Source: an optimization exercise on an open RTL-to-GDS flow (aim: small area). Production flows keep margins and buffers that such runs may drop. Function was checked by simulation only, so behaviour that the tests miss may differ from the original. The flow treats the clock pin as an ideal source. Dropping or thinning the clock tree relies on that and would not hold on a real chip.

==> module FPCVT, before the edit <==
module FPCVT(D, S, E, F);
    input wire [12:0] D;
    output wire S;
    output wire [2:0] E;
    output wire [4:0] F;
    assign S = D[12];
    wire [11:0] y = D[11:0] ^ {12{D[12]}};
    genvar g;
    wire s4 = ~|y[11:8];
    wire [11:3] z4 = s4 ? {y[7:0], 1'b0} : y[11:3];
    wire s2 = ~|z4[11:10];
    wire [11:5] z2 = s2 ? z4[9:3] : z4[11:5];
    wire s1 = ~z2[11];
    wire [11:6] n = s1 ? z2[10:5] : z2[11:6];
    wire e2 = ~s4, e1 = ~s2, e0 = ~s1;
    wire ez = s4 & s2 & s1;
    wire [3:0] f = n[10:7];
    wire r = n[6];
    wire [5:0] st;
    assign st[0] = y[0];
    generate for (g = 1; g < 6; g = g + 1) begin : stk
        assign st[g] = st[g-1] & y[g];
    end endgenerate
    wire [7:0] sv = {st, 2'b11};
    wire [7:0] ss4 = e2 ? (sv >> 4) : sv;
    wire [7:0] ss2 = e1 ? (ss4 >> 2) : ss4;
    wire [7:0] ss1 = e0 ? (ss2 >> 1) : ss2;
    wire sk = ss1[0];
    wire f4 = n[11];
    wire c = ez ? S : (r | (S & sk));
    wire top = e2 & e1 & e0 & (&f);
    wire cc = c & ~top;
    wire c1 = cc & f[0];
    wire c2 = c1 & f[1];
    wire c3 = c2 & f[2];
    wire c4 = c3 & f[3];
    wire [3:0] fi = f ^ {c3, c2, c1, cc};
    wire ovf = c4 & f4;
    wire [2:0] ev = {e2, e1, e0};
    assign E = ev + ovf;
    assign F[4] = f4 | c4;
    assign F[3:0] = fi;
endmodule
Settings: LEC_CHECK=0, CAP_MARGIN=0, CORE_AREA=2.5 2.5 69.5 69.5, CTS_BUF_LIST=sky130_fd_sc_hd__clkbuf_4, DIE_AREA=0 0 72 72, GPL_TIMING_DRIVEN=0, PLACE_DENSITY=0.8, SLEW_MARGIN=0; clock period 10.0 ns.
standard.sh (not shown) runs the stock make flow with config.mk's settings and CLKGATE_MAP_FILE= SYNTH_SCRIPT=/design/flow/synth_recipe.tcl, a recipe that flattens the netlist after the stock synthesis.
==> flow/flow/run.sh <==
#!/bin/bash
# Own layout flow: the standard flow (standard.sh), with these changes.
#  1. Synthesis is ORFS's synthesis script unchanged except for the ABC script that maps the
#     combinational logic (flow/abc*.abc, area-oriented) and no adder cell mapping, so ABC sees
#     all the logic. Scripts named *_du.abc also keep the weakest four-input cells out of the
#     mapping. Each ABC script is tried; a result is kept only if its registers (names and
#     cell types) are those of the standard synthesis and it is proved equivalent to the
#     standard netlist (flow/eqcheck.tcl). The three smallest kept results, and the two smallest
#     of those without the weak cells, are placed (standard
#     flow up to repair_design after placement), and the one with the least cell area there,
#     which counts the buffers and resizing its nets need, is laid out. If none is kept, the
#     standard netlist is laid out.
#  2. Ports are buffered with sky130_fd_sc_hd__buf_1.
#  3. After CTS, the clock tree is replaced by a single buffer (flow/onebuf.tcl).
# Each tool's output goes to a log file in this folder.
set -uo pipefail
W=$PWD
F=$W/flow
R=$W/orfs/results/$FLOW_PLATFORM/fpcvt_top/base
REP=$W/orfs/reports/$FLOW_PLATFORM/fpcvt_top/base
LIB=$(ls $FLOW_HOME/platforms/$FLOW_PLATFORM/lib/sky130_fd_sc_hd__tt_025C_1v80.lib)
LAYOUT_ARGS=("BUFFER_PORTS_ARGS=-buffer_cell sky130_fd_sc_hd__buf_1" "POST_CTS_TCL=$F/onebuf.tcl")

# standard synthesis, the reference for registers and function
bash standard.sh synth > $W/synth_standard.log 2>&1 || exit 1
cp $R/1_2_yosys.v $W/std_1_2_yosys.v

regs() { grep -oE '^\s*sky130_fd_sc_hd__[a-z0-9]+_[0-9]+\s+\S+' "$1" | grep -E '__(df|ed|sd|se)' | sed -E 's/_[0-9]+\s+/ /; s/^\s+//' | sort; }
regs $W/std_1_2_yosys.v > $W/regs_std.txt

sed 's|^\(\s*\)log_cmd abc {\*}\$abc_args$|\1log_cmd abc -script $::area_abc_script {*}[lrange $abc_args 2 end]|' \
  $FLOW_HOME/scripts/synth.tcl > $W/synth_area.tcl
# the same, with the weakest four-input cells kept out of the mapping (scripts named *_du.abc)
sed 's|^\(\s*\)log_cmd abc {\*}\$abc_args$|\1log_cmd abc -script $::area_abc_script {*}[lrange $abc_args 2 end] -dont_use sky130_fd_sc_hd__nor4_1 -dont_use sky130_fd_sc_hd__nor4b_1 -dont_use sky130_fd_sc_hd__nand4_1 -dont_use sky130_fd_sc_hd__nand4b_1|' \
  $FLOW_HOME/scripts/synth.tcl > $W/synth_area_du.tcl
: > $W/synth_areas.txt
if grep -q 'area_abc_script' $W/synth_area.tcl && [[ -s $W/regs_std.txt ]]; then
  for a in $F/abc*.abc; do
    k=$(basename $a .abc)
    sa=$W/synth_area.tcl
    [[ $k == *_du ]] && sa=$W/synth_area_du.tcl
    sed "s|@AREA_ABC@|$a|; s|@SYNTH_AREA@|$sa|" $F/mysynth.tcl > $W/mysynth_$k.tcl
    sed "s|SYNTH_SCRIPT=[^ ]*|SYNTH_SCRIPT=$W/mysynth_$k.tcl|" standard.sh > $W/area_$k.sh
    rm -f $R/1_2_yosys.v $REP/synth_stat.txt
    bash $W/area_$k.sh ADDER_MAP_FILE= $R/1_2_yosys.v > $W/synth_$k.log 2>&1 || continue
    [[ -f $R/1_2_yosys.v && -f $REP/synth_stat.txt ]] || continue
    cp $R/1_2_yosys.v $W/${k}_1_2_yosys.v
    regs $W/${k}_1_2_yosys.v > $W/regs_$k.txt
    cmp -s $W/regs_std.txt $W/regs_$k.txt || continue
    EQ_LIB=$LIB EQ_A=$W/std_1_2_yosys.v EQ_B=$W/${k}_1_2_yosys.v EQ_TOP=$FLOW_TOP \
      timeout 600 yosys -c $F/eqcheck.tcl > $W/eqcheck_$k.log 2>&1 || continue
    area=$(grep -E "Chip area for (top )?module" $REP/synth_stat.txt | tail -1 | awk '{print $NF}')
    echo "$k $area" >> $W/synth_areas.txt
  done
fi
# the standard synthesis's files back in place, for the candidates' placements to start from
cp $W/std_1_2_yosys.v $R/1_2_yosys.v
touch -r $R/1_synth.odb $R/1_2_yosys.v

# place the three smallest candidates and the two smallest without the weak cells candidates
: > $W/placed_areas.txt
for k in $( (grep -v '_du ' $W/synth_areas.txt | sort -k2,2g -k1,1 | head -3; grep '_du ' $W/synth_areas.txt | sort -k2,2g -k1,1 | head -2) | awk '{print $1}'); do
  (
    C=$W/cand_$k
    CR=$C/results/$FLOW_PLATFORM/fpcvt_top/base
    mkdir -p $CR
    cp -p $R/* $CR/
    rm -f $CR/1_synth.odb $CR/1_synth.sdc
    cp $W/${k}_1_2_yosys.v $CR/1_2_yosys.v
    touch $CR/1_2_yosys.v
    sed "s|WORK_HOME=[^ ]*|WORK_HOME=$C|" standard.sh > $W/place_$k.sh
    bash $W/place_$k.sh "${LAYOUT_ARGS[@]}" $CR/3_4_place_resized.odb > $W/place_$k.log 2>&1 || exit 0
    a=$(AREA_ODB=$CR/3_4_place_resized.odb openroad -no_init -exit $F/area.tcl 2>&1 | awk '/^AREA/{print $2}')
    [[ -n "$a" ]] && echo "$k $a" >> $W/placed_areas.txt
  ) &
done
wait

best=$(sort -k2,2g -k1,1 $W/placed_areas.txt | head -1 | awk '{print $1}')
rm -f $R/1_synth.odb $R/1_synth.sdc
if [[ -n "$best" ]]; then
  echo "using $best" > $W/synth_choice.txt
  cp $W/${best}_1_2_yosys.v $R/1_2_yosys.v
else
  echo "using the standard netlist" > $W/synth_choice.txt
  cp $W/std_1_2_yosys.v $R/1_2_yosys.v
fi
touch $R/1_2_yosys.v
rm -rf $W/cand_*/results/*/*/*/*.odb

bash standard.sh "${LAYOUT_ARGS[@]}" finish > $W/layout.log 2>&1
Other scripts of this flow, unchanged in this note and not shown: flow/flow/abc1.abc, flow/flow/abc2.abc, flow/flow/abc3.abc, flow/flow/abc4.abc, flow/flow/abc5.abc, flow/flow/abc6.abc, flow/flow/abc7_du.abc, flow/flow/abc8_du.abc, flow/flow/abc9_du.abc, flow/flow/area.tcl, flow/flow/eqcheck.tcl, flow/flow/mysynth.tcl, flow/flow/onebuf.tcl
The first run went through all stages and came out clean.
==> next run, changes <==
--- a/flow/design.v
+++ b/flow/design.v
@@ -9,9 +9,9 @@
     genvar g;
     wire s4 = ~|y[11:8];
-    wire [11:3] z4 = s4 ? {y[7:0], 1'b0} : y[11:3];
-    wire s2 = ~|z4[11:10];
-    wire [11:5] z2 = s2 ? z4[9:3] : z4[11:5];
+    wire [11:3] z4 = {y[11:8] | ({4{s4}} & y[7:4]), s4 ? {y[3:0], S} : y[7:3]};
+    wire s2 = s4 ? ~|y[7:6] : ~|y[11:10];
+    wire [11:5] z2 = {z4[11:10] | ({2{s2}} & z4[9:8]), s2 ? z4[7:3] : z4[9:5]};
     wire s1 = ~z2[11];
-    wire [11:6] n = s1 ? z2[10:5] : z2[11:6];
+    wire [11:6] n = {z2[11] | (s1 & z2[10]), s1 ? z2[9:5] : z2[10:6]};
     wire e2 = ~s4, e1 = ~s2, e0 = ~s1;
     wire ez = s4 & s2 & s1;
@@ -28,6 +28,6 @@
     wire [7:0] ss1 = e0 ? (ss2 >> 1) : ss2;
     wire sk = ss1[0];
-    wire f4 = n[11];
-    wire c = ez ? S : (r | (S & sk));
+    wire f4 = ~ez | y[4];
+    wire c = r | (S & sk);
     wire top = e2 & e1 & e0 & (&f);
     wire cc = c & ~top;
Effect: Sequential cell count stays the same; setup slack got worse by 0.25 ns; cell count shrinks by 1.2%; critical path depth shrinks by 2; worst hold slack hardly moves; wire length shrinks by 1.6%.

[afterwards: timing with drivers on the ports]
The results above use ideal ports. As a check the final layouts listed here were re-extracted and re-timed, cells and wires unchanged.
Step 1 (the two cells are an assumption about what drives the block):
set clk [get_ports {clk}]
set_driving_cell -lib_cell sky130_fd_sc_hd__clkbuf_16 $clk
set_driving_cell -lib_cell sky130_fd_sc_hd__buf_2 [delete_from_list [all_inputs] $clk]
Step 2 moves the port delays by t, midway between the first and last clock arrival at a register: inputs arrive t later, outputs are due t later. That takes back most of the time a late clock gives input paths.
a / b / c = no drivers / after step 1 / after step 2; a / b = the first two.
run	shift t [ns]	setup slack, ns	worst setup path at the end	worst register clock-pin slew, ns	worst data-port slew with drivers (ns)
the first run	0.151	4.108 / 4.105 / 3.954	input to register	0.10 / 0.10	0.04
the second run	0.152	3.859 / 3.858 / 3.705	input to register	0.10 / 0.10	0.04
After both steps setup and hold are still met in every run listed.
